This is an optimization exercise on Yosys and OpenROAD, whose aim is small area, a short achievable clock period and few clock cycles per item, not a production implementation. No activity file was given, so power comes from the tool's default toggle rates.

==> flow/design.v <==
module rf_read_port(ra, we, wa, wd, rall, rd);
    input [4:0] ra;
    input we;
    input [4:0] wa;
    input [7:0] wd;
    input [255:0] rall;
    output [7:0] rd;
    wire byp, nbyp;
    wire [3:0] nlo;
    wire [7:0] nhi;
    rf_bypass BYP(.ra(ra), .we(we), .wa(wa), .byp(byp), .nbyp(nbyp));
    rf_predecode PDEC(.ra(ra), .nlo(nlo), .nhi(nhi));
    wire [31:0] s;
    assign s[0] = 1'b0;
    genvar i, b;
    generate
        for (i = 1; i < 32; i = i + 1) begin : g_sel
            rf_nor2 SEL(.a(nlo[i % 4]), .b(nhi[i / 4]), .y(s[i]));
        end
        for (b = 0; b < 8; b = b + 1) begin : g_bit
            wire [10:0] g;
            wire [2:0] p;
            wire t, nwd;
            for (i = 0; i < 10; i = i + 1) begin : g_aoi
                rf_a222oi AOI(.a1(s[3*i+1]), .a2(rall[8*(3*i+1)+b]),
                              .b1(s[3*i+2]), .b2(rall[8*(3*i+2)+b]),
                              .c1(s[3*i+3]), .c2(rall[8*(3*i+3)+b]), .y(g[i]));
            end
            rf_nand2 AOI1(.a(s[31]), .b(rall[8*31+b]), .y(g[10]));
            rf_nand4 N0(.a(g[0]), .b(g[1]), .c(g[2]), .d(g[3]), .y(p[0]));
            rf_nand4 N1(.a(g[4]), .b(g[5]), .c(g[6]), .d(g[7]), .y(p[1]));
            rf_nand3 N2(.a(g[8]), .b(g[9]), .c(g[10]), .y(p[2]));
            rf_nor3 T(.a(p[0]), .b(p[1]), .c(p[2]), .y(t));
            rf_inv IW(.a(wd[b]), .y(nwd));
            rf_o22ai O(.a1(t), .a2(byp), .b1(nbyp), .b2(nwd), .y(rd[b]));
        end
    endgenerate
endmodule
module rf_bypass(ra, we, wa, byp, nbyp);
    input [4:0] ra, wa;
    input we;
    output byp, nbyp;
    assign byp = we & (ra == wa);
    assign nbyp = ~byp;
endmodule
module rf_predecode(ra, nlo, nhi);
    input [4:0] ra;
    output [3:0] nlo;
    output [7:0] nhi;
    genvar j;
    generate
        for (j = 0; j < 4; j = j + 1) begin : g_lo
            assign nlo[j] = ~(ra[1:0] == j);
        end
        for (j = 0; j < 8; j = j + 1) begin : g_hi
            assign nhi[j] = ~(ra[4:2] == j);
        end
    endgenerate
endmodule
module rf_nor3(a, b, c, y);
    input a, b, c;
    output y;
    assign y = ~(a | b | c);
endmodule
module rf_a222oi(a1, a2, b1, b2, c1, c2, y);
    input a1, a2, b1, b2, c1, c2;
    output y;
    assign y = ~((a1 & a2) | (b1 & b2) | (c1 & c2));
endmodule
module rf_o22ai(a1, a2, b1, b2, y);
    input a1, a2, b1, b2;
    output y;
    assign y = ~((a1 | a2) & (b1 | b2));
endmodule
module rf_nor2(a, b, y);
    input a, b;
    output y;
    assign y = ~(a | b);
endmodule
module rf_nand2(a, b, y);
    input a, b;
    output y;
    assign y = ~(a & b);
endmodule
module rf_inv(a, y);
    input a;
    output y;
    assign y = ~a;
endmodule
module rf_nand4(a, b, c, d, y);
    input a, b, c, d;
    output y;
    assign y = ~(a & b & c & d);
endmodule
module rf_nand3(a, b, c, y);
    input a, b, c;
    output y;
    assign y = ~(a & b & c);
endmodule
module processor(clk, rst, max_pc, imem_addr, imem_data, dmem_addr, dmem_data, done, out);
    input clk, rst;
    input [7:0] max_pc;
    output [7:0] imem_addr;
    input [31:0] imem_data;
    output [3:0] dmem_addr;
    input [7:0] dmem_data;
    output reg done;
    output [7:0] out;
    reg       e_valid;           
    reg       e_beq, e_bne;      
    reg       e_eql, e_eqh;      
    reg [7:0] e_tgt;             
    reg [7:0] e_seq;             
    reg [7:0] e_a, e_b;          
    reg [4:0] e_wa;              
    reg       e_jal, e_slt, e_lw;
    wire [7:0] npc, npc_out;
    next_pc NPOL(.eql(e_eql), .eqh(e_eqh), .beq(e_beq), .bne(e_bne),
                 .tgt(e_tgt[3:0]), .seq(e_seq[3:0]), .npc(npc_out[3:0]));
    next_pc NPOH(.eql(e_eql), .eqh(e_eqh), .beq(e_beq), .bne(e_bne),
                 .tgt(e_tgt[7:4]), .seq(e_seq[7:4]), .npc(npc_out[7:4]));
    next_pc NPIL(.eql(e_eql), .eqh(e_eqh), .beq(e_beq), .bne(e_bne),
                 .tgt(e_tgt[3:0]), .seq(e_seq[3:0]), .npc(npc[3:0]));
    next_pc NPIH(.eql(e_eql), .eqh(e_eqh), .beq(e_beq), .bne(e_bne),
                 .tgt(e_tgt[7:4]), .seq(e_seq[7:4]), .npc(npc[7:4]));
    wire [7:0] sum   = e_a + e_b;
    wire       lt    = $signed(e_a) < $signed(e_b);
    wire [7:0] wd    = e_lw  ? dmem_data :
                       e_jal ? e_tgt :
                       e_slt ? {7'd0, lt} : sum;
    wire       finish = e_valid & (npc >= max_pc);
    assign imem_addr = npc_out;
    addr4 DADDR(.a(e_a[3:0]), .b(e_b[3:0]), .s(dmem_addr));
    reg [7:0] rf [1:31];
    wire [255:0] rall;
    wire [7:0] wd_m = rst ? 8'd0 : wd;
    assign rall[7:0] = 8'd0;
    genvar i;
    generate
        for (i = 1; i < 32; i = i + 1) begin : g_rf
            always @(posedge clk)
                if (rst || e_wa == i)
                    rf[i] <= wd_m;
            assign rall[8 * i +: 8] = rf[i];
        end
    endgenerate
    assign out = rf[4];
    wire [4:0] f_rs = imem_data[25:21];
    wire [4:0] f_rt = imem_data[20:16];
    wire       e_we = (e_wa != 5'd0);
    wire [7:0] f_a, f_b;     
    rf_read_port RPA(.ra(f_rs), .we(e_we), .wa(e_wa), .wd(wd), .rall(rall), .rd(f_a));
    rf_read_port RPB(.ra(f_rt), .we(e_we), .wa(e_wa), .wd(wd), .rall(rall), .rd(f_b));
    wire [5:0] f_op = imem_data[31:26];
    wire [5:0] f_fn = imem_data[5:0];
    wire [7:0] f_imm = imem_data[7:0];
    wire f_rtype = (f_op == 6'b000000);
    wire f_slt   = f_rtype && f_fn == 6'b101010;
    wire f_addu  = f_rtype && f_fn == 6'b100001;
    wire f_jr    = f_rtype && f_fn == 6'b001000;
    wire f_jal   = (f_op == 6'b000011);
    wire f_addiu = (f_op == 6'b001001);
    wire f_beq   = (f_op == 6'b000100);
    wire f_bne   = (f_op == 6'b000101);
    wire f_lw    = (f_op == 6'b100011);
    wire [4:0] f_wa = (f_slt | f_addu)  ? imem_data[15:11] :
                      (f_addiu | f_lw)  ? f_rt :
                      f_jal             ? 5'd31 : 5'd0;
    wire [7:0] f_seq = f_jal ? f_imm : f_jr ? f_a : npc + 8'd1;
    wire go = ~rst & ~done & ~finish;
    always @(posedge clk) begin
        e_tgt  <= npc + (f_jal ? 8'd4 : f_imm);
        e_a    <= f_a;
        e_b    <= (f_addiu | f_lw) ? f_imm : f_b;
        e_slt  <= f_slt;
        e_lw   <= f_lw;
        e_jal  <= f_jal;
        e_eql  <= (f_a[3:0] == f_b[3:0]);
        e_eqh  <= (f_a[7:4] == f_b[7:4]);
        if (rst) begin
            e_valid <= 1'b0;
            e_wa    <= 5'd0;
            e_beq   <= 1'b0;
            e_bne   <= 1'b0;
            e_seq   <= 8'd0;
            done    <= 1'b0;
        end else begin
            e_valid <= go;
            e_wa    <= go ? f_wa : 5'd0;
            e_beq   <= f_beq;
            e_bne   <= f_bne;
            e_seq   <= f_seq;
            if (finish) done <= 1'b1;
        end
    end
endmodule
module next_pc(eql, eqh, beq, bne, tgt, seq, npc);
    input eql, eqh, beq, bne;
    input [3:0] tgt, seq;
    output [3:0] npc;
    wire eq = eql & eqh;
    wire taken = (beq & eq) | (bne & ~eq);
    assign npc = taken ? tgt : seq;
endmodule
module addr4(a, b, s);
    input [3:0] a, b;
    output [3:0] s;
    assign s = a + b;
endmodule
clock: 6.0 ns
lec_check: 0
cap_margin: 20
core_margin: 2
core_utilization: 40
place_density: 0.6
setup_slack_margin: 3.2
slew_margin: 20
synth_hierarchical: 1
synth_minimum_keep_size: 0
standard.sh (not shown) runs the stock make flow with config.mk's settings and CLKGATE_MAP_FILE= SYNTH_SCRIPT=/design/flow/synth_recipe.tcl, a recipe that flattens the netlist after the stock synthesis.
==> flow/flow/run.sh <==
#!/bin/bash
# The standard layout, with strong buffers on the ports (in place of the
# delay cells buffer_ports picks by default) and cell sizing in repair not
# held to the original cell's footprint.
set -euo pipefail
export BUFFER_PORTS_ARGS="-buffer_cell sky130_fd_sc_hd__buf_4"
bash standard.sh MATCH_CELL_FOOTPRINT=0 finish > standard.log 2>&1
==> next run, changes <==
--- a/flow/design.v
+++ b/flow/design.v
@@ -1,13 +1,15 @@
-module rf_read_port(ra, we, wa, wd, rall, rd);
+module rf_read_port(ra, we, wa, wd, rall, rd, rdn_raw, byp);
     input [4:0] ra;
     input we;
     input [4:0] wa;
     input [7:0] wd;
     input [255:0] rall;
     output [7:0] rd;
-    wire byp, nbyp;
+    output [7:0] rdn_raw;        
+    output byp;                  
+    wire nbyp;
     wire [3:0] nlo;
     wire [7:0] nhi;
     rf_bypass BYP(.ra(ra), .we(we), .wa(wa), .byp(byp), .nbyp(nbyp));
     rf_predecode PDEC(.ra(ra), .nlo(nlo), .nhi(nhi));
     wire [31:0] s;
@@ -31,10 +33,11 @@
             rf_nand4 N1(.a(g[4]), .b(g[5]), .c(g[6]), .d(g[7]), .y(p[1]));
             rf_nand3 N2(.a(g[8]), .b(g[9]), .c(g[10]), .y(p[2]));
             rf_nor3 T(.a(p[0]), .b(p[1]), .c(p[2]), .y(t));
             rf_inv IW(.a(wd[b]), .y(nwd));
             rf_o22ai O(.a1(t), .a2(byp), .b1(nbyp), .b2(nwd), .y(rd[b]));
+            assign rdn_raw[b] = t;
         end
     endgenerate
 endmodule
 module rf_bypass(ra, we, wa, byp, nbyp);
     input [4:0] ra, wa;
@@ -112,27 +115,23 @@
     reg [7:0] e_tgt;             
     reg [7:0] e_seq;             
     reg [7:0] e_a, e_b;          
     reg [4:0] e_wa;              
     reg       e_jal, e_slt, e_lw;
-    wire [7:0] npc, npc_out;
-    next_pc NPOL(.eql(e_eql), .eqh(e_eqh), .beq(e_beq), .bne(e_bne),
-                 .tgt(e_tgt[3:0]), .seq(e_seq[3:0]), .npc(npc_out[3:0]));
-    next_pc NPOH(.eql(e_eql), .eqh(e_eqh), .beq(e_beq), .bne(e_bne),
-                 .tgt(e_tgt[7:4]), .seq(e_seq[7:4]), .npc(npc_out[7:4]));
-    next_pc NPIL(.eql(e_eql), .eqh(e_eqh), .beq(e_beq), .bne(e_bne),
+    wire [7:0] npc;              
+    next_pc NPCL(.eql(e_eql), .eqh(e_eqh), .beq(e_beq), .bne(e_bne),
                  .tgt(e_tgt[3:0]), .seq(e_seq[3:0]), .npc(npc[3:0]));
-    next_pc NPIH(.eql(e_eql), .eqh(e_eqh), .beq(e_beq), .bne(e_bne),
+    next_pc NPCH(.eql(e_eql), .eqh(e_eqh), .beq(e_beq), .bne(e_bne),
                  .tgt(e_tgt[7:4]), .seq(e_seq[7:4]), .npc(npc[7:4]));
     wire [7:0] sum   = e_a + e_b;
     wire       lt    = $signed(e_a) < $signed(e_b);
     wire [7:0] wd    = e_lw  ? dmem_data :
                        e_jal ? e_tgt :
                        e_slt ? {7'd0, lt} : sum;
     wire       finish = e_valid & (npc >= max_pc);
-    assign imem_addr = npc_out;
-    addr4 DADDR(.a(e_a[3:0]), .b(e_b[3:0]), .s(dmem_addr));
+    assign imem_addr = npc;
+    assign dmem_addr = sum[3:0];
     reg [7:0] rf [1:31];
     wire [255:0] rall;
     wire [7:0] wd_m = rst ? 8'd0 : wd;
     assign rall[7:0] = 8'd0;
     genvar i;
@@ -147,12 +146,21 @@
     assign out = rf[4];
     wire [4:0] f_rs = imem_data[25:21];
     wire [4:0] f_rt = imem_data[20:16];
     wire       e_we = (e_wa != 5'd0);
     wire [7:0] f_a, f_b;     
-    rf_read_port RPA(.ra(f_rs), .we(e_we), .wa(e_wa), .wd(wd), .rall(rall), .rd(f_a));
-    rf_read_port RPB(.ra(f_rt), .we(e_we), .wa(e_wa), .wd(wd), .rall(rall), .rd(f_b));
+    wire [7:0] f_an, f_bn;   
+    wire       f_ba, f_bb;   
+    rf_read_port RPA(.ra(f_rs), .we(e_we), .wa(e_wa), .wd(wd), .rall(rall), .rd(f_a),
+                     .rdn_raw(f_an), .byp(f_ba));
+    rf_read_port RPB(.ra(f_rt), .we(e_we), .wa(e_wa), .wd(wd), .rall(rall), .rd(f_b),
+                     .rdn_raw(f_bn), .byp(f_bb));
+    wire [7:0] x_ab = f_an ^ f_bn;       
+    wire [7:0] x_wb = ~(wd ^ f_bn);      
+    wire [7:0] x_aw = ~(wd ^ f_an);      
+    wire f_eql = f_ba ? (f_bb | ~|x_wb[3:0]) : (f_bb ? ~|x_aw[3:0] : ~|x_ab[3:0]);
+    wire f_eqh = f_ba ? (f_bb | ~|x_wb[7:4]) : (f_bb ? ~|x_aw[7:4] : ~|x_ab[7:4]);
     wire [5:0] f_op = imem_data[31:26];
     wire [5:0] f_fn = imem_data[5:0];
     wire [7:0] f_imm = imem_data[7:0];
     wire f_rtype = (f_op == 6'b000000);
     wire f_slt   = f_rtype && f_fn == 6'b101010;
@@ -173,12 +181,12 @@
         e_a    <= f_a;
         e_b    <= (f_addiu | f_lw) ? f_imm : f_b;
         e_slt  <= f_slt;
         e_lw   <= f_lw;
         e_jal  <= f_jal;
-        e_eql  <= (f_a[3:0] == f_b[3:0]);
-        e_eqh  <= (f_a[7:4] == f_b[7:4]);
+        e_eql  <= f_eql;
+        e_eqh  <= f_eqh;
         if (rst) begin
             e_valid <= 1'b0;
             e_wa    <= 5'd0;
             e_beq   <= 1'b0;
             e_bne   <= 1'b0;
@@ -200,10 +208,5 @@
     output [3:0] npc;
     wire eq = eql & eqh;
     wire taken = (beq & eq) | (bne & ~eq);
     assign npc = taken ? tgt : seq;
 endmodule
-module addr4(a, b, s);
-    input [3:0] a, b;
-    output [3:0] s;
-    assign s = a + b;
-endmodule
Area after synthesis rose by a few percent.
Setup slack degrades by 0.36 ns.
Worst hold slack improves by 0.018 ns.
Cell count climbs by a few percent.
Power goes up by roughly a tenth.
Design area climbs by a few percent.
No run of this note included a check of the RTL's function; only the layout flow was run.

## separate check: timing with driven ports
No port has a modelled driver above. Below, the same layouts with a new extraction and two added sets of constraints.
Step 1: set_driving_cell puts a clkbuf_16 on clk and a buf_2 on each other input, an assumption about the parent block.
Step 2 also shifts input and output timing later by t, the mid clock arrival at the registers, as if the neighbouring blocks saw the same clock.
Three values: no drivers, after step 1, after step 2; two values: the first two.
run	shift t [ns]	setup WS [ns]	worst hold slack (ns)
the first run	0.613	2.890 / 2.837 / 2.224	0.600 / 0.600 / 0.600
the second run	0.635	2.532 / 2.485 / 1.850	0.618 / 0.618 / 0.618
After both steps every run listed still meets setup and hold. For the second run, which loses most, drivers alone change the setup slack by -0.047 ns; drivers and shift together by -0.682 ns.
